This design comes from an exercise in tuning for small area and a short achievable clock period on the open sky130 flow, not from production work.
At most, simulation tests tie the RTL to the original design; equivalence was not proved.
For run 1, only the layout was checked, not whether the RTL still works.
Power and IR drop assume default switching activity.

===== flow/flow/run.sh =====
#!/bin/bash
# Standard ORFS layout (the standard.sh, unchanged synthesis), except:
# - the input and output ports are buffered with a plain buf_1 instead of the
#   delay-type buffer that buffer_ports picks by default;
# - clock tree synthesis inserts no dummy load cells.
set -euo pipefail
bash standard.sh \
  "BUFFER_PORTS_ARGS=-buffer_cell sky130_fd_sc_hd__buf_1" \
  "CTS_ARGS=-sink_clustering_enable -repair_clock_nets -sink_clustering_size 16 -sink_clustering_max_diameter 60 -buf_list sky130_fd_sc_hd__clkbuf_8 -dont_use_dummy_load" \
  finish > orfs_make.log 2>&1

===== flow/standard.sh =====
#!/bin/bash
# synth_recipe.tcl (not shown) runs the flow's synth.tcl, then flattens the netlist and writes it again
# the make line also repeats each setting of config.mk as NAME=value (left out here)
make -C /OpenROAD-flow-scripts/flow DESIGN_CONFIG=/design/flow/config.mk WORK_HOME=/design/flow/orfs CLKGATE_MAP_FILE= SYNTH_SCRIPT=/design/flow/synth_recipe.tcl "${@:-finish}"

===== flow/config.mk =====
export PLATFORM = sky130hd
export DESIGN_NAME = DSP
export DESIGN_NICKNAME = DSP
export VERILOG_FILES = /design/flow/design.v
export SDC_FILE = /design/flow/constraint.sdc
export NUM_CORES = 4
export LEC_CHECK = 0
export CAP_MARGIN = 20
export CORE_MARGIN = 2
export CORE_UTILIZATION = 60
export CTS_BUF_LIST = sky130_fd_sc_hd__clkbuf_8
export CTS_CLUSTER_DIAMETER = 60
export CTS_CLUSTER_SIZE = 16
export SETUP_SLACK_MARGIN = 4.5
export SLEW_MARGIN = 20
export SYNTH_HIERARCHICAL = 1
export SYNTH_MINIMUM_KEEP_SIZE = 0

===== flow/constraint.sdc =====
create_clock -name core_clock -period 7.0 [get_ports {clk}]
set_input_delay 1.4000 -clock core_clock [delete_from_list [all_inputs] [get_ports {clk}]]
set_output_delay 1.4000 -clock core_clock [all_outputs]
set_load 0.01 [all_outputs]

===== flow/design.v =====
module fa (input a, input b, input c, output s, output co);
    assign s  = a ^ b ^ c;
    assign co = (a & b) | (a & c) | (b & c);
endmodule
module xn2 (input a, input b, output y);
    assign y = ~(a ^ b);
endmodule
module or2 (input a, input b, output y);
    assign y = a | b;
endmodule
module fa1 (input a, input b, output s, output co);
    xn2 u_s (.a(a), .b(b), .y(s));
    or2 u_c (.a(a), .b(b), .y(co));
endmodule
module ha (input a, input b, output s, output co);
    assign s  = a ^ b;
    assign co = a & b;
endmodule
module ks18 (input [17:0] a, input [17:0] b, output [17:0] s);
    localparam W = 18;
    localparam L = 5;
    wire [W-1:0] g [0:L];
    wire [W-1:0] p [0:L];
    assign g[0] = a & b;
    assign p[0] = a ^ b;
    genvar l, i;
    generate for (l = 0; l < L; l = l + 1) begin : g_l
        for (i = 0; i < W; i = i + 1) begin : g_i
            if (i >= (1 << l)) begin : g_m
                assign g[l+1][i] = g[l][i] | (p[l][i] & g[l][i-(1<<l)]);
                assign p[l+1][i] = p[l][i] & p[l][i-(1<<l)];
            end else begin : g_k
                assign g[l+1][i] = g[l][i];
                assign p[l+1][i] = p[l][i];
            end
        end
    end endgenerate
    assign s = p[0] ^ {g[L][W-2:0], 1'b0};
endmodule
module DSP (a,b,c,d,clk,rst_n,p);
    parameter OPERATION = "ADD" ;
    input [17:0] a,b,d;
    input [47:0] c;
    input clk,rst_n;
    output reg [47:0] p;
    wire [19:0] ax = {2'b00, a};
    reg [8:0] bo, bt, bn;
    reg bz;
    reg [17:0] s1;
    wire [17:0] s0;
    ks18 u_pre (.a(b), .b(d), .s(s0));
    reg [115:0] x;
    wire [115:0] xe = x;
    reg [47:0] r0;
    reg [47:12] r1;
    reg rc;
    wire [47:0] cd = {c[47:36] - 12'd1, c[35:0]};
    wire [115:0] xn;
    wire [8:0] nn = ~bn;
    wire [18:0] sx = {1'b0, s1};
    wire [18:0] sy = {s1, 1'b0};
    wire [17:0] pz = {18{bz}} & s1;
    wire [18:0] pp0 = (({19{bo[0]}} & sx) | ({19{bt[0]}} & sy)) ^ {19{bn[0]}};
    wire [18:0] pp1 = (({19{bo[1]}} & sx) | ({19{bt[1]}} & sy)) ^ {19{bn[1]}};
    wire [18:0] pp2 = (({19{bo[2]}} & sx) | ({19{bt[2]}} & sy)) ^ {19{bn[2]}};
    wire [18:0] pp3 = (({19{bo[3]}} & sx) | ({19{bt[3]}} & sy)) ^ {19{bn[3]}};
    wire [18:0] pp4 = (({19{bo[4]}} & sx) | ({19{bt[4]}} & sy)) ^ {19{bn[4]}};
    wire [18:0] pp5 = (({19{bo[5]}} & sx) | ({19{bt[5]}} & sy)) ^ {19{bn[5]}};
    wire [18:0] pp6 = (({19{bo[6]}} & sx) | ({19{bt[6]}} & sy)) ^ {19{bn[6]}};
    wire [18:0] pp7 = (({19{bo[7]}} & sx) | ({19{bt[7]}} & sy)) ^ {19{bn[7]}};
    wire [18:0] pp8 = (({19{bo[8]}} & sx) | ({19{bt[8]}} & sy)) ^ {19{bn[8]}};
    wire hs1, hk1;
    wire fs1, fk1;
    wire hs2, hk2;
    wire fs2, fk2;
    wire fs3, fk3;
    wire fs4, fk4;
    wire hs3, hk3;
    wire fs5, fk5;
    wire fs6, fk6;
    wire fs7, fk7;
    wire fs8, fk8;
    wire hs4, hk4;
    wire fs9, fk9;
    wire fs10, fk10;
    wire fs11, fk11;
    wire fs12, fk12;
    wire fs13, fk13;
    wire fs14, fk14;
    wire hs5, hk5;
    wire fs15, fk15;
    wire fs16, fk16;
    wire fs17, fk17;
    wire fs18, fk18;
    wire fs19, fk19;
    wire fs20, fk20;
    wire fs21, fk21;
    wire hs6, hk6;
    wire fs22, fk22;
    wire fs23, fk23;
    wire fs24, fk24;
    wire fs25, fk25;
    wire fs26, fk26;
    wire fs27, fk27;
    wire fs28, fk28;
    wire fs29, fk29;
    wire fs30, fk30;
    wire gs1, gk1;
    wire fs31, fk31;
    wire fs32, fk32;
    wire hs7, hk7;
    wire gs2, gk2;
    wire fs33, fk33;
    wire fs34, fk34;
    wire fs35, fk35;
    wire fs36, fk36;
    wire fs37, fk37;
    wire gs3, gk3;
    wire fs38, fk38;
    wire fs39, fk39;
    wire fs40, fk40;
    wire fs41, fk41;
    wire hs8, hk8;
    wire gs4, gk4;
    wire fs42, fk42;
    wire hs9, hk9;
    wire fs43, fk43;
    wire fs44, fk44;
    wire gs5, gk5;
    wire fs45, fk45;
    wire fs46, fk46;
    wire fs47, fk47;
    wire gs6, gk6;
    wire fs48, fk48;
    wire fs49, fk49;
    wire hs10, hk10;
    wire gs7, gk7;
    wire hs11, hk11;
    wire fs50, fk50;
    wire gs8, gk8;
    wire fs51, fk51;
    wire gs9, gk9;
    wire hs12, hk12;
    wire hs13, hk13;
    wire hs14, hk14;
    wire fs52, fk52;
    wire hs15, hk15;
    wire fs53, fk53;
    wire fs54, fk54;
    wire fs55, fk55;
    wire fs56, fk56;
    wire fs57, fk57;
    wire hs16, hk16;
    wire fs58, fk58;
    wire fs59, fk59;
    wire hs17, hk17;
    wire fs60, fk60;
    wire fs61, fk61;
    wire fs62, fk62;
    wire hs18, hk18;
    wire fs63, fk63;
    wire fs64, fk64;
    wire fs65, fk65;
    wire fs66, fk66;
    wire fs67, fk67;
    wire fs68, fk68;
    wire fs69, fk69;
    wire fs70, fk70;
    wire fs71, fk71;
    wire fs72, fk72;
    wire fs73, fk73;
    wire fs74, fk74;
    wire hs19, hk19;
    wire fs75, fk75;
    wire fs76, fk76;
    wire fs77, fk77;
    wire fs78, fk78;
    wire fs79, fk79;
    wire fs80, fk80;
    wire fs81, fk81;
    wire fs82, fk82;
    wire fs83, fk83;
    wire fs84, fk84;
    wire fs85, fk85;
    wire hs20, hk20;
    wire fs86, fk86;
    wire fs87, fk87;
    wire fs88, fk88;
    wire fs89, fk89;
    wire fs90, fk90;
    wire fs91, fk91;
    wire hs21, hk21;
    wire hs22, hk22;
    wire hs23, hk23;
    wire hs24, hk24;
    wire hs25, hk25;
    wire fs92, fk92;
    wire fs93, fk93;
    wire fs94, fk94;
    wire fs95, fk95;
    wire hs26, hk26;
    wire fs96, fk96;
    wire hs27, hk27;
    wire fs97, fk97;
    wire fs98, fk98;
    wire fs99, fk99;
    wire fs100, fk100;
    wire fs101, fk101;
    wire fs102, fk102;
    wire fs103, fk103;
    wire fs104, fk104;
    wire fs105, fk105;
    wire hs28, hk28;
    wire fs106, fk106;
    wire hs29, hk29;
    wire fs107, fk107;
    wire hs30, hk30;
    wire fs108, fk108;
    wire hs31, hk31;
    wire fs109, fk109;
    wire hs32, hk32;
    wire fs110, fk110;
    wire hs33, hk33;
    wire fs111, fk111;
    wire hs34, hk34;
    wire hs35, hk35;
    wire hs36, hk36;
    wire hs37, hk37;
    wire hs38, hk38;
    wire fs112, fk112;
    wire fs113, fk113;
    wire fs114, fk114;
    wire fs115, fk115;
    wire fs116, fk116;
    wire fs117, fk117;
    wire fs118, fk118;
    wire fs119, fk119;
    wire fs120, fk120;
    wire fs121, fk121;
    wire fs122, fk122;
    wire fs123, fk123;
    wire fs124, fk124;
    wire fs125, fk125;
    wire fs126, fk126;
    wire fs127, fk127;
    wire fs128, fk128;
    wire fs129, fk129;
    wire fs130, fk130;
    wire fs131, fk131;
    wire fs132, fk132;
    wire fs133, fk133;
    wire fs134, fk134;
    wire fs135, fk135;
    wire hs39, hk39;
    wire hs40, hk40;
    wire hs41, hk41;
    wire hs42, hk42;
    wire hs43, hk43;
    wire hs44, hk44;
    wire fs136, fk136;
    wire fs137, fk137;
    wire fs138, fk138;
    wire fs139, fk139;
    wire fs140, fk140;
    wire fs141, fk141;
    wire fs142, fk142;
    wire fs143, fk143;
    wire fs144, fk144;
    wire fs145, fk145;
    wire fs146, fk146;
    wire fs147, fk147;
    wire fs148, fk148;
    wire fs149, fk149;
    wire fs150, fk150;
    wire fs151, fk151;
    wire fs152, fk152;
    wire fs153, fk153;
    wire fs154, fk154;
    wire fs155, fk155;
    wire fs156, fk156;
    wire fs157, fk157;
    wire fs158, fk158;
    wire fs159, fk159;
    wire fs160, fk160;
    wire fs161, fk161;
    wire fs162, fk162;
    wire fs163, fk163;
    wire fs164, fk164;
    wire fs165, fk165;
    wire fs166, fk166;
    wire fs167, fk167;
    wire fs168, fk168;
    wire hs45, hk45;
    ha h1 (.a(pp0[0]), .b(bn[0]), .s(hs1), .co(hk1));
    fa u1 (.a(pp0[2]), .b(pp1[0]), .c(bn[1]), .s(fs1), .co(fk1));
    ha h2 (.a(pp0[3]), .b(pp1[1]), .s(hs2), .co(hk2));
    fa u2 (.a(pp0[4]), .b(pp1[2]), .c(pp2[0]), .s(fs2), .co(fk2));
    fa u3 (.a(pp0[5]), .b(pp1[3]), .c(pp2[1]), .s(fs3), .co(fk3));
    fa u4 (.a(pp0[6]), .b(pp1[4]), .c(pp2[2]), .s(fs4), .co(fk4));
    ha h3 (.a(pp3[0]), .b(bn[3]), .s(hs3), .co(hk3));
    fa u5 (.a(pp0[7]), .b(pp1[5]), .c(pp2[3]), .s(fs5), .co(fk5));
    fa u6 (.a(pp0[8]), .b(pp1[6]), .c(pp2[4]), .s(fs6), .co(fk6));
    fa u7 (.a(pp3[2]), .b(pp4[0]), .c(bn[4]), .s(fs7), .co(fk7));
    fa u8 (.a(pp0[9]), .b(pp1[7]), .c(pp2[5]), .s(fs8), .co(fk8));
    ha h4 (.a(pp3[3]), .b(pp4[1]), .s(hs4), .co(hk4));
    fa u9 (.a(pp0[10]), .b(pp1[8]), .c(pp2[6]), .s(fs9), .co(fk9));
    fa u10 (.a(pp3[4]), .b(pp4[2]), .c(pp5[0]), .s(fs10), .co(fk10));
    fa u11 (.a(pp0[11]), .b(pp1[9]), .c(pp2[7]), .s(fs11), .co(fk11));
    fa u12 (.a(pp3[5]), .b(pp4[3]), .c(pp5[1]), .s(fs12), .co(fk12));
    fa u13 (.a(pp0[12]), .b(pp1[10]), .c(pp2[8]), .s(fs13), .co(fk13));
    fa u14 (.a(pp3[6]), .b(pp4[4]), .c(pp5[2]), .s(fs14), .co(fk14));
    ha h5 (.a(pp6[0]), .b(bn[6]), .s(hs5), .co(hk5));
    fa u15 (.a(pp0[13]), .b(pp1[11]), .c(pp2[9]), .s(fs15), .co(fk15));
    fa u16 (.a(pp3[7]), .b(pp4[5]), .c(pp5[3]), .s(fs16), .co(fk16));
    fa u17 (.a(pp0[14]), .b(pp1[12]), .c(pp2[10]), .s(fs17), .co(fk17));
    fa u18 (.a(pp3[8]), .b(pp4[6]), .c(pp5[4]), .s(fs18), .co(fk18));
    fa u19 (.a(pp6[2]), .b(pp7[0]), .c(bn[7]), .s(fs19), .co(fk19));
    fa u20 (.a(pp0[15]), .b(pp1[13]), .c(pp2[11]), .s(fs20), .co(fk20));
    fa u21 (.a(pp3[9]), .b(pp4[7]), .c(pp5[5]), .s(fs21), .co(fk21));
    ha h6 (.a(pp6[3]), .b(pp7[1]), .s(hs6), .co(hk6));
    fa u22 (.a(pp0[16]), .b(pp1[14]), .c(pp2[12]), .s(fs22), .co(fk22));
    fa u23 (.a(pp3[10]), .b(pp4[8]), .c(pp5[6]), .s(fs23), .co(fk23));
    fa u24 (.a(pp6[4]), .b(pp7[2]), .c(pp8[0]), .s(fs24), .co(fk24));
    fa u25 (.a(pp0[17]), .b(pp1[15]), .c(pp2[13]), .s(fs25), .co(fk25));
    fa u26 (.a(pp3[11]), .b(pp4[9]), .c(pp5[7]), .s(fs26), .co(fk26));
    fa u27 (.a(pp6[5]), .b(pp7[3]), .c(pp8[1]), .s(fs27), .co(fk27));
    fa u28 (.a(pp0[18]), .b(pp1[16]), .c(pp2[14]), .s(fs28), .co(fk28));
    fa u29 (.a(pp3[12]), .b(pp4[10]), .c(pp5[8]), .s(fs29), .co(fk29));
    fa u30 (.a(pp6[6]), .b(pp7[4]), .c(pp8[2]), .s(fs30), .co(fk30));
    fa1 v1 (.a(nn[0]), .b(pp1[17]), .s(gs1), .co(gk1));
    fa u31 (.a(pp2[15]), .b(pp3[13]), .c(pp4[11]), .s(fs31), .co(fk31));
    fa u32 (.a(pp5[9]), .b(pp6[7]), .c(pp7[5]), .s(fs32), .co(fk32));
    ha h7 (.a(pp8[3]), .b(pz[1]), .s(hs7), .co(hk7));
    fa1 v2 (.a(pp1[18]), .b(pp2[16]), .s(gs2), .co(gk2));
    fa u33 (.a(pp3[14]), .b(pp4[12]), .c(pp5[10]), .s(fs33), .co(fk33));
    fa u34 (.a(pp6[8]), .b(pp7[6]), .c(pp8[4]), .s(fs34), .co(fk34));
    fa u35 (.a(nn[1]), .b(pp2[17]), .c(pp3[15]), .s(fs35), .co(fk35));
    fa u36 (.a(pp4[13]), .b(pp5[11]), .c(pp6[9]), .s(fs36), .co(fk36));
    fa u37 (.a(pp7[7]), .b(pp8[5]), .c(pz[3]), .s(fs37), .co(fk37));
    fa1 v3 (.a(pp2[18]), .b(pp3[16]), .s(gs3), .co(gk3));
    fa u38 (.a(pp4[14]), .b(pp5[12]), .c(pp6[10]), .s(fs38), .co(fk38));
    fa u39 (.a(pp7[8]), .b(pp8[6]), .c(pz[4]), .s(fs39), .co(fk39));
    fa u40 (.a(nn[2]), .b(pp3[17]), .c(pp4[15]), .s(fs40), .co(fk40));
    fa u41 (.a(pp5[13]), .b(pp6[11]), .c(pp7[9]), .s(fs41), .co(fk41));
    ha h8 (.a(pp8[7]), .b(pz[5]), .s(hs8), .co(hk8));
    fa1 v4 (.a(pp3[18]), .b(pp4[16]), .s(gs4), .co(gk4));
    fa u42 (.a(pp5[14]), .b(pp6[12]), .c(pp7[10]), .s(fs42), .co(fk42));
    ha h9 (.a(pp8[8]), .b(pz[6]), .s(hs9), .co(hk9));
    fa u43 (.a(nn[3]), .b(pp4[17]), .c(pp5[15]), .s(fs43), .co(fk43));
    fa u44 (.a(pp6[13]), .b(pp7[11]), .c(pp8[9]), .s(fs44), .co(fk44));
    fa1 v5 (.a(pp4[18]), .b(pp5[16]), .s(gs5), .co(gk5));
    fa u45 (.a(pp6[14]), .b(pp7[12]), .c(pp8[10]), .s(fs45), .co(fk45));
    fa u46 (.a(nn[4]), .b(pp5[17]), .c(pp6[15]), .s(fs46), .co(fk46));
    fa u47 (.a(pp7[13]), .b(pp8[11]), .c(pz[9]), .s(fs47), .co(fk47));
    fa1 v6 (.a(pp5[18]), .b(pp6[16]), .s(gs6), .co(gk6));
    fa u48 (.a(pp7[14]), .b(pp8[12]), .c(pz[10]), .s(fs48), .co(fk48));
    fa u49 (.a(nn[5]), .b(pp6[17]), .c(pp7[15]), .s(fs49), .co(fk49));
    ha h10 (.a(pp8[13]), .b(pz[11]), .s(hs10), .co(hk10));
    fa1 v7 (.a(pp6[18]), .b(pp7[16]), .s(gs7), .co(gk7));
    ha h11 (.a(pp8[14]), .b(pz[12]), .s(hs11), .co(hk11));
    fa u50 (.a(nn[6]), .b(pp7[17]), .c(pp8[15]), .s(fs50), .co(fk50));
    fa1 v8 (.a(pp7[18]), .b(pp8[16]), .s(gs8), .co(gk8));
    fa u51 (.a(nn[7]), .b(pp8[17]), .c(pz[15]), .s(fs51), .co(fk51));
    fa1 v9 (.a(pp8[18]), .b(pz[16]), .s(gs9), .co(gk9));
    ha h12 (.a(nn[8]), .b(pz[17]), .s(hs12), .co(hk12));
    ha h13 (.a(hk1), .b(pp0[1]), .s(hs13), .co(hk13));
    ha h14 (.a(fk1), .b(hs2), .s(hs14), .co(hk14));
    fa u52 (.a(hk2), .b(fs2), .c(bn[2]), .s(fs52), .co(fk52));
    ha h15 (.a(fk2), .b(fs3), .s(hs15), .co(hk15));
    fa u53 (.a(fk3), .b(fs4), .c(hs3), .s(fs53), .co(fk53));
    fa u54 (.a(fk4), .b(hk3), .c(fs5), .s(fs54), .co(fk54));
    fa u55 (.a(fk5), .b(fs6), .c(fs7), .s(fs55), .co(fk55));
    fa u56 (.a(fk6), .b(fk7), .c(fs8), .s(fs56), .co(fk56));
    fa u57 (.a(fk8), .b(hk4), .c(fs9), .s(fs57), .co(fk57));
    ha h16 (.a(fs10), .b(bn[5]), .s(hs16), .co(hk16));
    fa u58 (.a(fk9), .b(fk10), .c(fs11), .s(fs58), .co(fk58));
    fa u59 (.a(fk11), .b(fk12), .c(fs13), .s(fs59), .co(fk59));
    ha h17 (.a(fs14), .b(hs5), .s(hs17), .co(hk17));
    fa u60 (.a(fk13), .b(fk14), .c(hk5), .s(fs60), .co(fk60));
    fa u61 (.a(fs15), .b(fs16), .c(pp6[1]), .s(fs61), .co(fk61));
    fa u62 (.a(fk15), .b(fk16), .c(fs17), .s(fs62), .co(fk62));
    ha h18 (.a(fs18), .b(fs19), .s(hs18), .co(hk18));
    fa u63 (.a(fk17), .b(fk18), .c(fk19), .s(fs63), .co(fk63));
    fa u64 (.a(fs20), .b(fs21), .c(hs6), .s(fs64), .co(fk64));
    fa u65 (.a(fk20), .b(fk21), .c(hk6), .s(fs65), .co(fk65));
    fa u66 (.a(fs22), .b(fs23), .c(fs24), .s(fs66), .co(fk66));
    fa u67 (.a(fk22), .b(fk23), .c(fk24), .s(fs67), .co(fk67));
    fa u68 (.a(fs25), .b(fs26), .c(fs27), .s(fs68), .co(fk68));
    fa u69 (.a(fk25), .b(fk26), .c(fk27), .s(fs69), .co(fk69));
    fa u70 (.a(fs28), .b(fs29), .c(fs30), .s(fs70), .co(fk70));
    fa u71 (.a(fk28), .b(fk29), .c(fk30), .s(fs71), .co(fk71));
    fa u72 (.a(gs1), .b(fs31), .c(fs32), .s(fs72), .co(fk72));
    fa u73 (.a(gk1), .b(fk31), .c(fk32), .s(fs73), .co(fk73));
    fa u74 (.a(hk7), .b(gs2), .c(fs33), .s(fs74), .co(fk74));
    ha h19 (.a(fs34), .b(pz[2]), .s(hs19), .co(hk19));
    fa u75 (.a(gk2), .b(fk33), .c(fk34), .s(fs75), .co(fk75));
    fa u76 (.a(fs35), .b(fs36), .c(fs37), .s(fs76), .co(fk76));
    fa u77 (.a(fk35), .b(fk36), .c(fk37), .s(fs77), .co(fk77));
    fa u78 (.a(gs3), .b(fs38), .c(fs39), .s(fs78), .co(fk78));
    fa u79 (.a(gk3), .b(fk38), .c(fk39), .s(fs79), .co(fk79));
    fa u80 (.a(fs40), .b(fs41), .c(hs8), .s(fs80), .co(fk80));
    fa u81 (.a(fk40), .b(fk41), .c(hk8), .s(fs81), .co(fk81));
    fa u82 (.a(gs4), .b(fs42), .c(hs9), .s(fs82), .co(fk82));
    fa u83 (.a(gk4), .b(fk42), .c(hk9), .s(fs83), .co(fk83));
    fa u84 (.a(fs43), .b(fs44), .c(pz[7]), .s(fs84), .co(fk84));
    fa u85 (.a(fk43), .b(fk44), .c(gs5), .s(fs85), .co(fk85));
    ha h20 (.a(fs45), .b(pz[8]), .s(hs20), .co(hk20));
    fa u86 (.a(gk5), .b(fk45), .c(fs46), .s(fs86), .co(fk86));
    fa u87 (.a(fk46), .b(fk47), .c(gs6), .s(fs87), .co(fk87));
    fa u88 (.a(gk6), .b(fk48), .c(fs49), .s(fs88), .co(fk88));
    fa u89 (.a(fk49), .b(hk10), .c(gs7), .s(fs89), .co(fk89));
    fa u90 (.a(gk7), .b(hk11), .c(fs50), .s(fs90), .co(fk90));
    fa u91 (.a(fk50), .b(gs8), .c(pz[14]), .s(fs91), .co(fk91));
    ha h21 (.a(gk8), .b(fs51), .s(hs21), .co(hk21));
    ha h22 (.a(fk51), .b(gs9), .s(hs22), .co(hk22));
    ha h23 (.a(gk9), .b(hs12), .s(hs23), .co(hk23));
    ha h24 (.a(xe[22]), .b(xe[23]), .s(hs24), .co(hk24));
    ha h25 (.a(xe[26]), .b(xe[27]), .s(hs25), .co(hk25));
    fa u92 (.a(xe[29]), .b(xe[30]), .c(xe[31]), .s(fs92), .co(fk92));
    fa u93 (.a(xe[33]), .b(xe[34]), .c(xe[35]), .s(fs93), .co(fk93));
    fa u94 (.a(xe[37]), .b(xe[38]), .c(xe[39]), .s(fs94), .co(fk94));
    fa u95 (.a(xe[41]), .b(xe[42]), .c(xe[43]), .s(fs95), .co(fk95));
    ha h26 (.a(xe[44]), .b(xe[45]), .s(hs26), .co(hk26));
    fa u96 (.a(xe[46]), .b(xe[47]), .c(xe[48]), .s(fs96), .co(fk96));
    ha h27 (.a(xe[49]), .b(cd[17]), .s(hs27), .co(hk27));
    fa u97 (.a(xe[50]), .b(xe[51]), .c(xe[52]), .s(fs97), .co(fk97));
    fa u98 (.a(xe[53]), .b(xe[54]), .c(cd[18]), .s(fs98), .co(fk98));
    fa u99 (.a(xe[55]), .b(xe[56]), .c(xe[57]), .s(fs99), .co(fk99));
    fa u100 (.a(xe[58]), .b(xe[59]), .c(cd[19]), .s(fs100), .co(fk100));
    fa u101 (.a(xe[60]), .b(xe[61]), .c(xe[62]), .s(fs101), .co(fk101));
    fa u102 (.a(xe[63]), .b(xe[64]), .c(cd[20]), .s(fs102), .co(fk102));
    fa u103 (.a(xe[65]), .b(xe[66]), .c(xe[67]), .s(fs103), .co(fk103));
    fa u104 (.a(xe[68]), .b(xe[69]), .c(cd[21]), .s(fs104), .co(fk104));
    fa u105 (.a(xe[70]), .b(xe[71]), .c(xe[72]), .s(fs105), .co(fk105));
    ha h28 (.a(xe[73]), .b(cd[22]), .s(hs28), .co(hk28));
    fa u106 (.a(xe[74]), .b(xe[75]), .c(xe[76]), .s(fs106), .co(fk106));
    ha h29 (.a(xe[77]), .b(cd[23]), .s(hs29), .co(hk29));
    fa u107 (.a(xe[78]), .b(xe[79]), .c(xe[80]), .s(fs107), .co(fk107));
    ha h30 (.a(xe[81]), .b(cd[24]), .s(hs30), .co(hk30));
    fa u108 (.a(xe[82]), .b(xe[83]), .c(xe[84]), .s(fs108), .co(fk108));
    ha h31 (.a(xe[85]), .b(cd[25]), .s(hs31), .co(hk31));
    fa u109 (.a(xe[86]), .b(xe[87]), .c(xe[88]), .s(fs109), .co(fk109));
    ha h32 (.a(xe[89]), .b(cd[26]), .s(hs32), .co(hk32));
    fa u110 (.a(xe[90]), .b(xe[91]), .c(xe[92]), .s(fs110), .co(fk110));
    ha h33 (.a(xe[93]), .b(cd[27]), .s(hs33), .co(hk33));
    fa u111 (.a(xe[94]), .b(xe[95]), .c(xe[96]), .s(fs111), .co(fk111));
    ha h34 (.a(xe[97]), .b(xe[98]), .s(hs34), .co(hk34));
    ha h35 (.a(xe[100]), .b(xe[101]), .s(hs35), .co(hk35));
    ha h36 (.a(xe[103]), .b(xe[104]), .s(hs36), .co(hk36));
    ha h37 (.a(xe[11]), .b(xe[12]), .s(hs37), .co(hk37));
    ha h38 (.a(xe[14]), .b(xe[15]), .s(hs38), .co(hk38));
    fa u112 (.a(xe[16]), .b(xe[17]), .c(xe[18]), .s(fs112), .co(fk112));
    fa u113 (.a(xe[19]), .b(xe[20]), .c(xe[21]), .s(fs113), .co(fk113));
    fa u114 (.a(xe[24]), .b(xe[25]), .c(cd[11]), .s(fs114), .co(fk114));
    fa u115 (.a(xe[28]), .b(cd[12]), .c(hk24), .s(fs115), .co(fk115));
    fa u116 (.a(xe[32]), .b(cd[13]), .c(hk25), .s(fs116), .co(fk116));
    fa u117 (.a(xe[36]), .b(cd[14]), .c(fk92), .s(fs117), .co(fk117));
    fa u118 (.a(xe[40]), .b(cd[15]), .c(fk93), .s(fs118), .co(fk118));
    fa u119 (.a(cd[16]), .b(fk94), .c(fs95), .s(fs119), .co(fk119));
    fa u120 (.a(fk95), .b(hk26), .c(fs96), .s(fs120), .co(fk120));
    fa u121 (.a(fk96), .b(hk27), .c(fs97), .s(fs121), .co(fk121));
    fa u122 (.a(fk97), .b(fk98), .c(fs99), .s(fs122), .co(fk122));
    fa u123 (.a(fk99), .b(fk100), .c(fs101), .s(fs123), .co(fk123));
    fa u124 (.a(fk101), .b(fk102), .c(fs103), .s(fs124), .co(fk124));
    fa u125 (.a(fk103), .b(fk104), .c(fs105), .s(fs125), .co(fk125));
    fa u126 (.a(fk105), .b(hk28), .c(fs106), .s(fs126), .co(fk126));
    fa u127 (.a(fk106), .b(hk29), .c(fs107), .s(fs127), .co(fk127));
    fa u128 (.a(fk107), .b(hk30), .c(fs108), .s(fs128), .co(fk128));
    fa u129 (.a(fk108), .b(hk31), .c(fs109), .s(fs129), .co(fk129));
    fa u130 (.a(fk109), .b(hk32), .c(fs110), .s(fs130), .co(fk130));
    fa u131 (.a(cd[28]), .b(fk110), .c(hk33), .s(fs131), .co(fk131));
    fa u132 (.a(xe[99]), .b(cd[29]), .c(fk111), .s(fs132), .co(fk132));
    fa u133 (.a(xe[102]), .b(cd[30]), .c(hk34), .s(fs133), .co(fk133));
    fa u134 (.a(xe[105]), .b(cd[31]), .c(hk35), .s(fs134), .co(fk134));
    fa u135 (.a(xe[106]), .b(xe[107]), .c(cd[32]), .s(fs135), .co(fk135));
    ha h39 (.a(xe[108]), .b(xe[109]), .s(hs39), .co(hk39));
    ha h40 (.a(xe[110]), .b(xe[111]), .s(hs40), .co(hk40));
    ha h41 (.a(xe[112]), .b(xe[113]), .s(hs41), .co(hk41));
    ha h42 (.a(xe[114]), .b(xe[115]), .s(hs42), .co(hk42));
    ha h43 (.a(xe[2]), .b(xe[3]), .s(hs43), .co(hk43));
    ha h44 (.a(xe[4]), .b(cd[3]), .s(hs44), .co(hk44));
    fa u136 (.a(xe[5]), .b(xe[6]), .c(cd[4]), .s(fs136), .co(fk136));
    fa u137 (.a(xe[7]), .b(xe[8]), .c(cd[5]), .s(fs137), .co(fk137));
    fa u138 (.a(xe[9]), .b(xe[10]), .c(cd[6]), .s(fs138), .co(fk138));
    fa u139 (.a(xe[13]), .b(cd[7]), .c(hs37), .s(fs139), .co(fk139));
    fa u140 (.a(cd[8]), .b(hk37), .c(hs38), .s(fs140), .co(fk140));
    fa u141 (.a(cd[9]), .b(hk38), .c(fs112), .s(fs141), .co(fk141));
    fa u142 (.a(cd[10]), .b(fk112), .c(fs113), .s(fs142), .co(fk142));
    fa u143 (.a(hs24), .b(fk113), .c(fs114), .s(fs143), .co(fk143));
    fa u144 (.a(hs25), .b(fk114), .c(fs115), .s(fs144), .co(fk144));
    fa u145 (.a(fs92), .b(fk115), .c(fs116), .s(fs145), .co(fk145));
    fa u146 (.a(fs93), .b(fk116), .c(fs117), .s(fs146), .co(fk146));
    fa u147 (.a(fs94), .b(fk117), .c(fs118), .s(fs147), .co(fk147));
    fa u148 (.a(hs26), .b(fk118), .c(fs119), .s(fs148), .co(fk148));
    fa u149 (.a(hs27), .b(fk119), .c(fs120), .s(fs149), .co(fk149));
    fa u150 (.a(fs98), .b(fk120), .c(fs121), .s(fs150), .co(fk150));
    fa u151 (.a(fs100), .b(fk121), .c(fs122), .s(fs151), .co(fk151));
    fa u152 (.a(fs102), .b(fk122), .c(fs123), .s(fs152), .co(fk152));
    fa u153 (.a(fs104), .b(fk123), .c(fs124), .s(fs153), .co(fk153));
    fa u154 (.a(hs28), .b(fk124), .c(fs125), .s(fs154), .co(fk154));
    fa u155 (.a(hs29), .b(fk125), .c(fs126), .s(fs155), .co(fk155));
    fa u156 (.a(hs30), .b(fk126), .c(fs127), .s(fs156), .co(fk156));
    fa u157 (.a(hs31), .b(fk127), .c(fs128), .s(fs157), .co(fk157));
    fa u158 (.a(hs32), .b(fk128), .c(fs129), .s(fs158), .co(fk158));
    fa u159 (.a(hs33), .b(fk129), .c(fs130), .s(fs159), .co(fk159));
    fa u160 (.a(fs111), .b(fk130), .c(fs131), .s(fs160), .co(fk160));
    fa u161 (.a(hs34), .b(fk131), .c(fs132), .s(fs161), .co(fk161));
    fa u162 (.a(hs35), .b(fk132), .c(fs133), .s(fs162), .co(fk162));
    fa u163 (.a(hs36), .b(fk133), .c(fs134), .s(fs163), .co(fk163));
    fa u164 (.a(hk36), .b(fk134), .c(fs135), .s(fs164), .co(fk164));
    fa u165 (.a(cd[33]), .b(fk135), .c(hs39), .s(fs165), .co(fk165));
    fa u166 (.a(cd[34]), .b(hk39), .c(hs40), .s(fs166), .co(fk166));
    fa u167 (.a(cd[35]), .b(hk40), .c(hs41), .s(fs167), .co(fk167));
    fa u168 (.a(cd[36]), .b(hk41), .c(hs42), .s(fs168), .co(fk168));
    ha h45 (.a(cd[37]), .b(hk42), .s(hs45), .co(hk45));
    assign xn[0] = hs1;
    assign xn[1] = hs13;
    assign xn[2] = hk13;
    assign xn[3] = fs1;
    assign xn[4] = hs14;
    assign xn[5] = hk14;
    assign xn[6] = fs52;
    assign xn[7] = fk52;
    assign xn[8] = hs15;
    assign xn[9] = hk15;
    assign xn[10] = fs53;
    assign xn[11] = fk53;
    assign xn[12] = fs54;
    assign xn[13] = pp3[1];
    assign xn[14] = fk54;
    assign xn[15] = fs55;
    assign xn[16] = fk55;
    assign xn[17] = fs56;
    assign xn[18] = hs4;
    assign xn[19] = fk56;
    assign xn[20] = fs57;
    assign xn[21] = hs16;
    assign xn[22] = fk57;
    assign xn[23] = hk16;
    assign xn[24] = fs58;
    assign xn[25] = fs12;
    assign xn[26] = fk58;
    assign xn[27] = fs59;
    assign xn[28] = hs17;
    assign xn[29] = fk59;
    assign xn[30] = hk17;
    assign xn[31] = fs60;
    assign xn[32] = fs61;
    assign xn[33] = fk60;
    assign xn[34] = fk61;
    assign xn[35] = fs62;
    assign xn[36] = hs18;
    assign xn[37] = fk62;
    assign xn[38] = hk18;
    assign xn[39] = fs63;
    assign xn[40] = fs64;
    assign xn[41] = fk63;
    assign xn[42] = fk64;
    assign xn[43] = fs65;
    assign xn[44] = fs66;
    assign xn[45] = bn[8];
    assign xn[46] = fk65;
    assign xn[47] = fk66;
    assign xn[48] = fs67;
    assign xn[49] = fs68;
    assign xn[50] = fk67;
    assign xn[51] = fk68;
    assign xn[52] = fs69;
    assign xn[53] = fs70;
    assign xn[54] = pz[0];
    assign xn[55] = fk69;
    assign xn[56] = fk70;
    assign xn[57] = fs71;
    assign xn[58] = fs72;
    assign xn[59] = hs7;
    assign xn[60] = fk71;
    assign xn[61] = fk72;
    assign xn[62] = fs73;
    assign xn[63] = fs74;
    assign xn[64] = hs19;
    assign xn[65] = fk73;
    assign xn[66] = fk74;
    assign xn[67] = hk19;
    assign xn[68] = fs75;
    assign xn[69] = fs76;
    assign xn[70] = fk75;
    assign xn[71] = fk76;
    assign xn[72] = fs77;
    assign xn[73] = fs78;
    assign xn[74] = fk77;
    assign xn[75] = fk78;
    assign xn[76] = fs79;
    assign xn[77] = fs80;
    assign xn[78] = fk79;
    assign xn[79] = fk80;
    assign xn[80] = fs81;
    assign xn[81] = fs82;
    assign xn[82] = fk81;
    assign xn[83] = fk82;
    assign xn[84] = fs83;
    assign xn[85] = fs84;
    assign xn[86] = fk83;
    assign xn[87] = fk84;
    assign xn[88] = fs85;
    assign xn[89] = hs20;
    assign xn[90] = fk85;
    assign xn[91] = hk20;
    assign xn[92] = fs86;
    assign xn[93] = fs47;
    assign xn[94] = fk86;
    assign xn[95] = fs87;
    assign xn[96] = fs48;
    assign xn[97] = fk87;
    assign xn[98] = fs88;
    assign xn[99] = hs10;
    assign xn[100] = fk88;
    assign xn[101] = fs89;
    assign xn[102] = hs11;
    assign xn[103] = fk89;
    assign xn[104] = fs90;
    assign xn[105] = pz[13];
    assign xn[106] = fk90;
    assign xn[107] = fs91;
    assign xn[108] = fk91;
    assign xn[109] = hs21;
    assign xn[110] = hk21;
    assign xn[111] = hs22;
    assign xn[112] = hk22;
    assign xn[113] = hs23;
    assign xn[114] = hk23;
    assign xn[115] = hk12;
    wire [47:0] r0n = {cd[47], cd[46], cd[45], cd[44], cd[43], cd[42], cd[41], cd[40], cd[39], cd[38], fk168, fk167, fk166, fk165, fk164, fk163, fk162, fk161, fk160, fk159, fk158, fk157, fk156, fk155, fk154, fk153, fk152, fk151, fk150, fk149, fk148, fk147, fk146, fk145, fk144, fk143, fk142, fk141, fk140, fk139, fk138, fk137, fk136, hk44, hk43, cd[2], xe[1], xe[0]};
    wire [47:0] r1n = {1'b0, 1'b0, 1'b0, 1'b0, 1'b0, 1'b0, 1'b0, 1'b0, 1'b0, hk45, hs45, fs168, fs167, fs166, fs165, fs164, fs163, fs162, fs161, fs160, fs159, fs158, fs157, fs156, fs155, fs154, fs153, fs152, fs151, fs150, fs149, fs148, fs147, fs146, fs145, fs144, fs143, fs142, fs141, fs140, fs139, fs138, fs137, fs136, hs44, hs43, cd[1], cd[0]};
    always @(posedge clk) s1 <= s0;
    wire [12:0] lo = r0n[11:0] + r1n[11:0];
    wire [36:0] hi = {r0[47:12], 1'b1} + {r1[47:12], rc};
    always @(posedge clk or negedge rst_n) begin
        if (!rst_n) begin
            bo <= 0; bt <= 0; bn <= 0; bz <= 0;
            x <= 116'b00101010100100100100100100010010001000100010001000001100000000000000000000000000000000000000000000000000000000000000; r0 <= 0; r1 <= 0; rc <= 0; p <= 0;
        end else begin
            bo[0] <= ax[0] ^ 1'b0;
            bt[0] <= (ax[1] & ~ax[0] & ~1'b0) | (~ax[1] & ax[0] & 1'b0);
            bn[0] <= ax[1];
            bo[1] <= ax[2] ^ ax[1];
            bt[1] <= (ax[3] & ~ax[2] & ~ax[1]) | (~ax[3] & ax[2] & ax[1]);
            bn[1] <= ax[3];
            bo[2] <= ax[4] ^ ax[3];
            bt[2] <= (ax[5] & ~ax[4] & ~ax[3]) | (~ax[5] & ax[4] & ax[3]);
            bn[2] <= ax[5];
            bo[3] <= ax[6] ^ ax[5];
            bt[3] <= (ax[7] & ~ax[6] & ~ax[5]) | (~ax[7] & ax[6] & ax[5]);
            bn[3] <= ax[7];
            bo[4] <= ax[8] ^ ax[7];
            bt[4] <= (ax[9] & ~ax[8] & ~ax[7]) | (~ax[9] & ax[8] & ax[7]);
            bn[4] <= ax[9];
            bo[5] <= ax[10] ^ ax[9];
            bt[5] <= (ax[11] & ~ax[10] & ~ax[9]) | (~ax[11] & ax[10] & ax[9]);
            bn[5] <= ax[11];
            bo[6] <= ax[12] ^ ax[11];
            bt[6] <= (ax[13] & ~ax[12] & ~ax[11]) | (~ax[13] & ax[12] & ax[11]);
            bn[6] <= ax[13];
            bo[7] <= ax[14] ^ ax[13];
            bt[7] <= (ax[15] & ~ax[14] & ~ax[13]) | (~ax[15] & ax[14] & ax[13]);
            bn[7] <= ax[15];
            bo[8] <= ax[16] ^ ax[15];
            bt[8] <= (ax[17] & ~ax[16] & ~ax[15]) | (~ax[17] & ax[16] & ax[15]);
            bn[8] <= ax[17];
            bz <= a[17];
            x  <= xn;
            r0 <= {r0n[47:12], lo[11:0]};
            r1 <= r1n[47:12];
            rc <= lo[12];
            p  <= {hi[36:1], r0[11:0]};
        end
    end
endmodule

==> results of run 1 <==
[modules after synthesis, one instance, submodules excluded, a selection]
module  flops+latches  area [sq um]  times used  cells
ks18                0         844.6           1    117
DSP               285         12720           1   1094
ha                  0         12.51          45      1
fa                  0         20.02         168      1
or2                 0         6.256           9      1
xn2                 0         8.758           9      1
[cell type report]
type	instances	area share [%]
Clock buffer	25	1.723
Inverter	29	0.5450
Multi-Input combinational cell	1032	54.64
Sequential cell	285	35.61
Tap cell	384	2.406
Timing Repair Buffer	199	5.081
[cells in the final DEF, fill, tap and decap left out, drive strengths merged, types with 40 or more instances in the layout]
master	instances
a22oi	153
buf	171
o21ai	40
xnor2	223
fa	171
a21oi	54
dfrtp	250
clkbuf	53
ha	102
nand2	59
[state kept, by name, summed over array words and instances, names as in the netlist]
register and flops:
bn 9, bo 9, bt 9, p 48, r0 48, r1 27
rc 1, s1 18, x 116
[synthesized netlist by cell type, drive strengths merged, types with 9 or more instances]
| library cell | instances | area [sq um] |
|---|---|---|
| a21o | 16 | 120.1 |
| ha | 102 | 1276 |
| inv | 29 | 108.9 |
| dfstp | 17 | 446.7 |
| a22oi | 153 | 1149 |
| o21ai | 40 | 200.2 |
| a21oi | 54 | 270.3 |
| nand3 | 16 | 80.08 |
| and2 | 19 | 118.9 |
| a211oi | 9 | 82.58 |
| buf | 19 | 75.07 |
| clkbuf | 77 | 289.0 |
| or2 | 10 | 62.56 |
| xor2 | 30 | 262.8 |
| xnor2 | 223 | 1953 |
| fa | 171 | 3423 |
| o211ai | 10 | 85.08 |
| dfxtp | 18 | 360.4 |
| nor2 | 31 | 116.4 |
| dfrtp | 250 | 6256 |
| nor2b | 9 | 56.30 |
| nand2 | 59 | 231.5 |
[power groups by stage]
stage                     logic [mW]  clock network (mW)  registers, mW
after floorplan                 3.83                   0           2.79
after global placement          4.98                   0           2.99
after detailed placement        5.14                   0           3.01
after CTS                       5.37               0.861           2.99
after global routing            6.74               0.924           3.10
final                           5.93               0.824           3.02
[metrics by stage]
step | cells | power, mW
global placement | 1888 | 7.966
floorplan | 1442 | 6.623
detailed placement | 1888 | 8.153
global route | 1954 | 10.76
CTS | 1921 | 9.220
finish | 1954 | 9.778
[worst max-delay path: cells and delay by family]
family,cells,cell delay [ps]
AO/OA/AOI/OAI,6,980
adder cells (fa/ha/maj),2,720
buffers and inverters,1,90
[final timing paths]
| kind | slack, ps | start | endpoint | cells after the start |
|---|---|---|---|---|
| worst min register to register | 330 | r0[4] | p[4] | 0 |
| worst max register to register | 4290 | r1[0] | p[36] | 10 |
| min in group asynchronous | 770 | rst_n | p[9] | 1 |
| max in group asynchronous | 4930 | rst_n | bo[8] | 2 |
| worst max-delay path | 4260 | c[4] | rc | 9 |
| worst min-delay path | 330 | r0[4] | p[4] | 0 |
[per-layer routing]
layer | track usage [%] | wire length, um
met1 | 39.94 | 17690
met2 | 39.48 | 17670
met3 | 4.264 | 3050
met4 | 6.389 | 884
met5 | 0 | 0
[cell families after synthesis]
family | Yosys count
AND/OR/NAND/NOR | 184
buffers and inverters | 125
multiplexers | 2
AO/OA/AOI/OAI | 320
adder cells (fa/ha/maj) | 273
flip-flops | 285
XOR/XNOR | 253
[what timing repair did]
action,4_1_cts,5_1_grt
pin swaps,16,45
gates cloned,0,0
buffers inserted,8,33
setup endpoints to repair,61,87
endpoints found under the hold margin,0,0
gates resized for setup,50,113
==> impl_metrics.csv, run 1 <==
group,metric,value,unit
outcome,outcome,"finished clean",
clock_network,cts_tree,"yes",
sta,max_freq,0.3652,GHz
yosys,yosys.area_share.simple,5.231,%
floorplanning,rows,62,
flow_run,cap_violations,0,
global_route,track_usage,26.14,%
sta,tightest_slew,942.3,ps
yosys,syn_area,17630,sq um
routing,antenna_left,0,
yosys,synth.distinct_cells,57,
clock_network,clockBufferDepth,3,
floorplanning,die-width,175.4,um
sta,hold_slack,327.4,ps
worst_setup_path,crit_arrival,3200,ps
routing,viasPerCell,5.901,
pwr,p_int,5.694,mW
global_route,grt_pass1_vias,11910,
placement,dpl_cell_area,18750,sq um
yosys,synth-adder-area-share,26.66,%
pwr,pwr-share-clk,8.4,%
yosys,ys_ff_latch,285,
worst_setup_path,critPathMaxFanout,2,
global_route,grt_pass1_wl,63.78,mm
clock_network,htree_levels,1,
yosys,synth_xor_area_share,12.57,%
worst_setup_path,required,7460,ps
worst_setup_path,start_kind,"primary input",
placement,hpwl,27.34,mm
floorplanning,io_pins,152,
yosys,synth_nets,1819,
yosys,ys.flop_type,"dfrtp_1",
sta,post-route-period-util,39.12,%
clock_network,clock_latency,580,ps
global_route,grt_max_degree,173,
routing,remaining_drc_errors,0,
yosys,netlist_instances,1442,
yosys,synthArstFlopShare,93.68,%
routing,wl,39.29,mm
pwr,combPwrFrac,60.6,%
routing,num_vias,11530,
worst_setup_path,crit_path_top_delay_cell,"fa_1",
layout,diodes,0,
clock_network,ctsHoldBuffers,0,
sta,worst_slack,4262,ps
worst_setup_path,cp-end-kind,"register",
placement,gp_congestion,0.8623,
layout,postLayoutCellArea,19970,sq um
sta,final.setup.tns,0,ps
layout,multi_input_area,10910,sq um
sta,drv_slew,0,
floorplanning,dieArea,30770,sq um
sta,rsz0062_at_grt,"true",
sta,timing.final.hold_violations,0,
routing,wl_per_cell,20.11,um
pwr,p_per_area,489.6,nW/um^2
worst_setup_path,cp_slowest_stage_delay,510,ps
clock_network,clock_sinks,285,
pwr,power.leakage,8.009,nW
layout,drive_gt1_share,18.09,%
yosys,yosysWarnings,8,
worst_setup_path,crit_type,"primary input to register",
pwr,p_sw_share,41.76,%
clock_network,root_buffer,"clkbuf_8",
layout,fill_cells,2130,
yosys,synth-compound-area-share,12.68,%
global_route,grt_overflow,0,
layout,nets,1949,
routing,drt-pass1-iter-count,5,
yosys,muxShareOfSynthArea,0.1136,%
layout,area_growth,13.29,%
hold_path,hp-class,"register to register",
yosys,ys_seq_area_share,40.07,%
layout,seq_area,7112,sq um
sta,max_slew_margin,37.18,%
sta,setup_violations,0,
floorplanning,die_y,175.4,um
yosys,synth_top_family_by_area,"adder cells",
yosys,synth_edf_count,0,
placement,place_ws,3530,ps
worst_setup_path,path_cells,"buf_6, fa_1, ha_4, a21boi_4, o21ai_2, a21oi_2, o211a_1, a211oi_2, a21oi_1",
pwr,p_seq_share,30.9,%
floorplanning,core_area,28780,sq um
yosys,avgSynthCellArea,12.22,sq um
placement,port_buffers,151,
sta,layout_min_cycle_time,2738,ps
layout,post-route-util,69.39,%
sta,fin_skew,42.06,ps
floorplanning,start_util,61.25,%
routing,drt_iter0_markers,791,
pwr,power.switching,4.083,mW
global_route,antenna_found_initial,0,
pwr,vdd_drop_max,0.3191,mV
clock_network,numCtsBuffers,25,
clock_network,clkTransAtPathRegs,100,ps
==> run 2: changes to the inputs <==
--- a/flow/design.v
+++ b/flow/design.v
@@ -52,7 +52,7 @@
     reg [115:0] x;
     wire [115:0] xe = x;
     reg [47:0] r0;
-    reg [47:12] r1;
+    reg [47:8] r1;
     reg rc;
     wire [47:0] cd = {c[47:36] - 12'd1, c[35:0]};
     wire [115:0] xn;
@@ -632,8 +632,8 @@
     wire [47:0] r0n = {cd[47], cd[46], cd[45], cd[44], cd[43], cd[42], cd[41], cd[40], cd[39], cd[38], fk168, fk167, fk166, fk165, fk164, fk163, fk162, fk161, fk160, fk159, fk158, fk157, fk156, fk155, fk154, fk153, fk152, fk151, fk150, fk149, fk148, fk147, fk146, fk145, fk144, fk143, fk142, fk141, fk140, fk139, fk138, fk137, fk136, hk44, hk43, cd[2], xe[1], xe[0]};
     wire [47:0] r1n = {1'b0, 1'b0, 1'b0, 1'b0, 1'b0, 1'b0, 1'b0, 1'b0, 1'b0, hk45, hs45, fs168, fs167, fs166, fs165, fs164, fs163, fs162, fs161, fs160, fs159, fs158, fs157, fs156, fs155, fs154, fs153, fs152, fs151, fs150, fs149, fs148, fs147, fs146, fs145, fs144, fs143, fs142, fs141, fs140, fs139, fs138, fs137, fs136, hs44, hs43, cd[1], cd[0]};
     always @(posedge clk) s1 <= s0;
-    wire [12:0] lo = r0n[11:0] + r1n[11:0];
-    wire [36:0] hi = {r0[47:12], 1'b1} + {r1[47:12], rc};
+    wire [8:0] lo = r0n[7:0] + r1n[7:0];
+    wire [40:0] hi = {r0[47:8], 1'b1} + {r1[47:8], rc};
     always @(posedge clk or negedge rst_n) begin
         if (!rst_n) begin
             bo <= 0; bt <= 0; bn <= 0; bz <= 0;
@@ -668,10 +668,10 @@
             bn[8] <= ax[17];
             bz <= a[17];
             x  <= xn;
-            r0 <= {r0n[47:12], lo[11:0]};
-            r1 <= r1n[47:12];
-            rc <= lo[12];
-            p  <= {hi[36:1], r0[11:0]};
+            r0 <= {r0n[47:8], lo[7:0]};
+            r1 <= r1n[47:8];
+            rc <= lo[8];
+            p  <= {hi[40:1], r0[7:0]};
         end
     end
 endmodule
--- a/flow/config.mk
+++ b/flow/config.mk
@@ -11,7 +11,7 @@
 export CTS_BUF_LIST = sky130_fd_sc_hd__clkbuf_8
 export CTS_CLUSTER_DIAMETER = 60
 export CTS_CLUSTER_SIZE = 16
-export SETUP_SLACK_MARGIN = 4.5
+export SETUP_SLACK_MARGIN = 4.6
 export SLEW_MARGIN = 20
 export SYNTH_HIERARCHICAL = 1
 export SYNTH_MINIMUM_KEEP_SIZE = 0
==> impl_metrics.csv, run 2 <==
group,metric,value,unit
worst_setup_path,rr_worst_depth,9,
clock_network,htree_levels,1,
floorplanning,dieArea,31250,sq um
worst_setup_path,crit_arrival,2980,ps
layout,largest_reg_flops,116,
worst_setup_path,reg2reg_slack,4610,ps
worst_setup_path,required,7460,ps
floorplanning,io_pins,152,
clock_network,clock_latency,570,ps
placement,dp_cells,1937,
clock_network,cts_tree,"yes",
worst_setup_path,start_kind,"primary input",
layout,fill_cells,2268,
global_route,antenna_found_initial,1,
sta,timing.final.hold_violations,0,
sta,layout_min_cycle_time,2519,ps
yosys,synth_edf_count,0,
clock_network,clock_sinks,289,
layout,postLayoutCellArea,19820,sq um
flow_run,cap_violations,0,
pwr,vdd_drop_max,0.1798,mV
yosys,ys_seq_area_share,39.99,%
floorplanning,rows,63,
hold_path,hold_start,"r0[7]",
layout,area_growth,10.67,%
floorplanning,die_y,176.8,um
routing,drt-pass1-iter-count,6,
clock_network,ctsHoldBuffers,0,
global_route,grt_pass1_vias,11850,
sta,setup_violations,0,
routing,viasPerCell,5.896,
sta,max_slew_margin,49.26,%
clock_network,numCtsBuffers,24,
hold_path,hp-class,"register to register",
worst_setup_path,cp-end-kind,"register",
layout,reg_top3,"x: 116 flops, p: 48 flops, r0: 48 flops",
layout,diodes,0,
layout,final_cells,1973,
clock_network,clockBufferDepth,3,
outcome,outcome,"finished clean",
layout,drive_gt1_share,15.60,%
layout,nets,1962,
sta,max_freq,0.3970,GHz
yosys,ys_top_cells_by_area,"dfrtp_1 35%, fa_1 19%, xnor2_1 10%, ha_1 7.1%, a22oi_1 6.4%",
worst_setup_path,rr_startpoint,"r0[10]",
hold_path,worstHoldEndpoint,"p[7]",
routing,wl,39.82,mm
routing,remaining_drc_errors,0,
yosys,synth_nets,1863,
placement,dpl_cell_area,19070,sq um
yosys,yosysTopAreaCellShare,35.49,%
yosys,syn_area,17910,sq um
placement,port_buffers,151,
layout,final_common_cell,"dfrtp_1",
yosys,yosysWarnings,8,
sta,final.setup.tns,0,ps
layout,regMostFlops,"x",
global_route,grt_overflow,0,
routing,num_vias,11630,
yosys,synthTopCellsByCount,"254 x dfrtp_1, 209 x xnor2_1, 171 x fa_1, 153 x a22oi_1, 102 x ha_1",
global_route,grt_pass1_wl,63.47,mm
floorplanning,core_area,29480,sq um
clock_network,root_buffer,"clkbuf_8",
yosys,avgSynthCellArea,12.05,sq um
layout,post-route-util,67.24,%
global_route,grt_max_degree,110,
yosys,synth.distinct_cells,63,
clock_network,clkTransAtPathRegs,100,ps
routing,wl_per_cell,20.18,um
yosys,synthMostInstantiatedCell,"dfrtp_1",
yosys,netlist_instances,1486,
worst_setup_path,rr_endpoint,"p[40]",
layout,mostFrequentLayoutCells,"234 x dfrtp_1, 209 x xnor2_1, 153 x a22oi_1",
sta,rsz0062_at_grt,"true",
pwr,p_per_area,466.7,nW/um^2
worst_setup_path,critPathMaxFanout,2,
floorplanning,die-width,176.8,um
routing,antenna_left,0,
worst_setup_path,crit_type,"primary input to register",
sta,tightest_slew,761.0,ps
placement,place_ws,3891,ps
sta,fin_skew,59.09,ps
placement,hpwl,28.75,mm
global_route,track_usage,26.07,%
pwr,power.leakage,7.975,nW
yosys,synthArstFlopShare,93.77,%
sta,post-route-period-util,35.99,%
sta,worst_slack,4481,ps
routing,drt_iter0_markers,1104,
placement,gp_congestion,0.8838,
hold_path,whs_path_depth,0,
sta,drv_slew,0,
yosys,ys_ff_latch,289,
floorplanning,start_util,60.75,%
yosys,ys.flop_type,"dfrtp_1",
yosys,yosys.area.top_type,"dfrtp_1",
==> run 2: cell count changes after synthesis, sizes merged, moves of 4 or more <==
cell,before,now
xnor2,223,209
xor2,30,44
nand2,59,72
buf,19,30
clkbuf,77,69
o21ai,40,48
a21oi,54,60
nand4,2,8
and2,19,24
a211oi,9,5
dfrtp,250,254
nor2b,9,5
==> run 2: layout make-up <==
class                   count  area, sq um  share of cell area [%]
multi-input cells        1070        10860                   54.77
flip-flops and latches    289         7211                   36.38
inverters                  28        105.1                  0.5302
well taps                 390        488.0                   2.462
clock buffers              24        330.3                   1.666
repair buffers            172        830.8                   4.191
==> run 2: stage by stage <==
| stage | power, mW | hold WS, ps |
|---|---|---|
| 2_1_floorplan | 6.496 | 331.2 |
| 3_3_place_gp | 7.956 | 331.8 |
| 3_5_place_dp | 8.157 | 340.4 |
| 4_1_cts | 9.011 | 361.1 |
| 5_1_grt | 10.11 | 376.6 |
| 6_report | 9.252 | 354.2 |
==> run 2: per-layer routing <==
layer | share of wire, % | track usage (%) | vias up
li1 | - | - | 5273
met1 | 47 | 40.09 | 5833
met2 | 43 | 37.89 | 452
met3 | 7.9 | 5.284 | 72
met4 | 2.3 | 7.231 | 2
met5 | 0.040 | 0 | -
==> run 2: kinds of logic after synthesis <==
kind of cell    share of synthesized area [%]
simple gates                            5.882
flops                                   39.99
xor+xnor                                12.37
compound gates                          12.63
fa+ha+maj                               26.24
mux                                    0.1746
buf+inv                                 2.710
==> run 2: Yosys stat by module, one instance, submodules excluded, a selection <==
module,flip-flops and latches,cell area [sq um],copies in the design
xn2,0,8.758,9
ks18,0,844.6,1
ha,0,12.51,45
DSP,289,13000,1
or2,0,6.256,9
fa,0,20.02,168
==> run 2: worst max path at each step <==
stage          startpoint     to  depth (start not counted)
2_1_floorplan        c[4]     rc                          7
3_3_place_gp         c[0]     rc                         11
3_5_place_dp         c[0]     rc                         11
4_1_cts             p[32]  p[32]                          1
5_1_grt              c[4]     rc                          8
6_report             c[4]     rc                          8
==> run 2: power breakdown <==
group / internal [mW] / leakage (nW) / switching [mW]
combinational: 2.48 / 4.49 / 2.94
sequential: 2.51 / 3.32 / 0.523
clock: 0.306 / 0.173 / 0.499
total: 5.29 / 7.98 / 3.96
==> run 2: worst max-delay path: stages <==
cell and delay (ps):
buf_6 90, fa_1 580, ha_4 220, a21boi_4 140, o21ai_2 140, nand2b_1 90, a21o_1 170, a21o_1 150
==> run 2: timing repair <==
item	in CTS	in global routing
endpoints found under the setup margin	124	102
pin swaps	3	25
endpoints found under the hold margin	0	0
buffers inserted	2	10
gates resized for setup	44	94
==> run 3: changes to the inputs <==
--- a/flow/config.mk
+++ b/flow/config.mk
@@ -11,7 +11,8 @@
 export CTS_BUF_LIST = sky130_fd_sc_hd__clkbuf_8
 export CTS_CLUSTER_DIAMETER = 60
 export CTS_CLUSTER_SIZE = 16
-export SETUP_SLACK_MARGIN = 4.6
+export GPL_ROUTABILITY_DRIVEN = 0
+export SETUP_SLACK_MARGIN = 4.5
 export SLEW_MARGIN = 20
 export SYNTH_HIERARCHICAL = 1
 export SYNTH_MINIMUM_KEEP_SIZE = 0
==> impl_metrics.csv, run 3 <==
group,metric,value,unit
yosys,netlist_instances,1486,
layout,nets,1953,
routing,num_vias,11590,
yosys,yosysTopAreaCellShare,35.49,%
layout,seq_area,7207,sq um
worst_setup_path,critPathTopFamily,"flip-flops",
routing,antenna_left,0,
worst_setup_path,path_cells,"clkbuf_2",
worst_setup_path,cp_num_buf_inv,1,
yosys,yosysWarnings,8,
layout,final_common_cell,"dfrtp_1",
layout,area_growth,8.914,%
pwr,power.leakage,7.917,nW
global_route,antenna_found_initial,1,
global_route,grt_pass1_wl,63.76,mm
outcome,outcome,"finished clean",
yosys,avgSynthCellArea,12.05,sq um
clock_network,root_buffer,"clkbuf_8",
clock_network,clock_latency,570,ps
clock_network,clock_sinks,289,
sta,setup_violations,0,
layout,multi_input_area,10650,sq um
routing,drt_iter0_markers,1087,
worst_setup_path,reg2reg_slack,4560,ps
clock_network,clkTransAtPathRegs,90,ps
clock_network,numCtsBuffers,24,
sta,fin_skew,76.85,ps
clock_network,htree_levels,1,
yosys,synth_edf_count,0,
global_route,grt_pass1_vias,11710,
yosys,synthMostInstantiatedCell,"dfrtp_1",
sta,layout_min_cycle_time,2497,ps
flow_run,cap_violations,0,
yosys,muxShareOfSynthArea,0.1746,%
floorplanning,io_pins,152,
sta,final.setup.tns,0,ps
sta,tightest_slew,852.1,ps
global_route,track_usage,26.15,%
yosys,synthTopCellsByCount,"254 x dfrtp_1, 209 x xnor2_1, 171 x fa_1, 153 x a22oi_1, 102 x ha_1",
yosys,ys_ff_latch,289,
sta,drv_slew,0,
layout,reg_top3,"x: 116 flops, p: 48 flops, r0: 48 flops",
worst_setup_path,rr_startpoint,"bt[1]",
floorplanning,die_y,176.8,um
worst_setup_path,critPathMaxFanout,1,
yosys,synth_top_family_by_area,"adder cells",
worst_setup_path,rr_endpoint,"x[49]",
yosys,ys_top_cells_by_area,"dfrtp_1 35%, fa_1 19%, xnor2_1 10%, ha_1 7.1%, a22oi_1 6.4%",
floorplanning,core_area,29480,sq um
yosys,syn_area,17910,sq um
placement,hpwl,28.02,mm
yosys,synth-adder-area-share,26.24,%
yosys,yosys.area.top_type,"dfrtp_1",
sta,max_freq,0.4006,GHz
worst_setup_path,start_kind,"register",
floorplanning,dieArea,31250,sq um
worst_setup_path,crit_type,"register to primary output",
routing,remaining_drc_errors,0,
routing,drt-pass1-iter-count,7,
clock_network,clockBufferDepth,3,
floorplanning,die-width,176.8,um
layout,drive_gt1_share,12.58,%
pwr,finalPower,8.934,mW
sta,rsz0062_at_grt,"true",
yosys,synth_nets,1863,
yosys,ys_seq_area_share,39.99,%
sta,max_slew_margin,43.19,%
global_route,grt_overflow,0,
yosys,synth-compound-area-share,12.63,%
yosys,synthArstFlopShare,93.77,%
routing,viasPerCell,5.897,
worst_setup_path,required,5600,ps
pwr,vdd_drop_max,0.2291,mV
floorplanning,start_util,60.75,%
worst_setup_path,cp_num_cells,1,
pwr,p_per_area,458.0,nW/um^2
layout,largest_reg_flops,116,
routing,wl_per_cell,19.92,um
sta,timing.final.hold_violations,0,
clock_network,ctsHoldBuffers,0,
yosys,ys.flop_type,"dfrtp_1",
worst_setup_path,rr_worst_depth,4,
layout,fill_cells,2277,
yosys,synth.distinct_cells,63,
worst_setup_path,crit_start,"p[32]",
worst_setup_path,crit_path_top_delay_cell,"dfrtp_1",
clock_network,cts_tree,"yes",
yosys,synth_xor_area_share,12.37,%
layout,mostFrequentLayoutCells,"236 x dfrtp_1, 209 x xnor2_1, 158 x fa_1",
floorplanning,rows,63,
sta,post-route-period-util,35.66,%
worst_setup_path,crit_arrival,1100,ps
yosys,yosys.area_share.simple,5.882,%
layout,regMostFlops,"x",
routing,wl,39.14,mm
worst_setup_path,endpoint,"p[32]",
worst_setup_path,cp_slowest_stage_delay,400,ps
hold_path,hp-class,"register to register",
placement,port_buffers,151,
worst_setup_path,cp-end-kind,"primary output",
global_route,grt_max_degree,170,
==> run 3: cell counts after synthesis <==
No cell type changed its count.
==> run 3: power breakdown <==
group / switching (mW) / total (mW) / internal [mW]
combinational: 2.81 / 5.13 / 2.32
clock: 0.491 / 0.796 / 0.305
sequential: 0.500 / 3.01 / 2.51
total: 3.80 / 8.93 / 5.13
==> run 3: timing repair <==
| item | CTS | global route |
|---|---|---|
| endpoints found under the setup margin | 78 | 106 |
| gates resized for setup | 15 | 76 |
| buffers inserted | 2 | 0 |
| pin swaps | 2 | 3 |
==> run 3: stage by stage <==
stage | setup slack, ps | util [%] | cells | instance area, sq um | hold WS (ps)
final | 4503 | 66.17 | 1965 | 19510 | 341.7
after global routing | 4439 | 66.16 | 1964 | 19510 | 354.7
after CTS | 4438 | 65.76 | 1964 | 19390 | 344.5
after detailed placement | 3932 | 64.51 | 1938 | 19020 | 334.7
after global placement | 3958 | 64.51 | 1938 | 19020 | 332.5
after floorplan | 4108 | - | 1486 | 18250 | 331.2
==> run 3: routing by layer <==
| metal | vias to the layer above | part of all wire, % | global-route usage [%] | wire length (um) |
|---|---|---|---|---|
| met4 | 0 | 2.3 | 5.992 | 894 |
| met1 | 5760 | 46 | 40.63 | 18130 |
| met5 | - | 0 | 0 | 0 |
| met3 | 74 | 8.8 | 5.584 | 3453 |
| met2 | 491 | 43 | 37.87 | 16660 |
| li1 | 5262 | - | - | - |
==> run 3: kinds of logic after synthesis <==
family	count (synthesis)
adder cells (fa/ha/maj)	273
multiplexers	3
XOR/XNOR	253
flip-flops	289
buffers and inverters	127
AND/OR/NAND/NOR	210
AO/OA/AOI/OAI	331
==> run 3: worst min-delay path by stage <==
stage	startpoint	to	depth (start not counted)
5_1_grt	r0[2]	p[2]	0
4_1_cts	r0[3]	p[3]	0
6_report	r0[3]	p[3]	0
3_3_place_gp	r0[2]	p[2]	0
3_5_place_dp	r0[3]	p[3]	0
2_1_floorplan	r0[0]	p[0]	0
==> run 3: final cells by class <==
type	instances	share of cell area (%)
Inverter	28	0.5388
Clock buffer	24	1.693
Timing Repair Buffer	163	3.739
Multi-Input combinational cell	1070	54.57
Antenna cell	1	0.01283
Tap cell	390	2.501
Sequential cell	289	36.94
==> run 3: Yosys stat by module, one instance, submodules excluded, excerpt <==
module	cells inside	flip-flops and latches	cell area [sq um]
fa	1	0	20.02
ks18	117	0	844.6
ha	1	0	12.51
or2	1	0	6.256
DSP	1138	289	13000
xn2	1	0	8.758

[static timing again, ports no longer ideal]
The results above use ideal ports. As a check the final layouts listed here were re-extracted and re-timed, cells and wires unchanged.
Step 1 sets driving cells, clkbuf_16 on the clock port and buf_2 on the other inputs (assumed; they add their load-dependent delay and slew).
Step 2 moves the port delays by t, midway between the first and last clock arrival at a register: inputs arrive t later, outputs are due t later. That takes back most of the time a late clock gives input paths.
Slacks: ideal / step 1 / step 2; pairs: ideal / step 1.
run | shift t [ns] | setup WS [ns] | clock arrival spread, ns | worst data-port slew with drivers (ns)
run 1 | 0.605 | 4.262 / 4.277 / 3.672 | 0.043 / 0.043 | 0.04
run 2 | 0.595 | 4.481 / 4.459 / 3.900 | 0.059 / 0.059 | 0.05
run 3 | 0.581 | 4.503 / 4.457 / 3.953 | 0.077 / 0.077 | 0.03
After both steps every run listed still meets setup and hold. The setup slack of run 1, which loses most, moves by +0.015 ns with the drivers and by -0.590 ns with both steps.
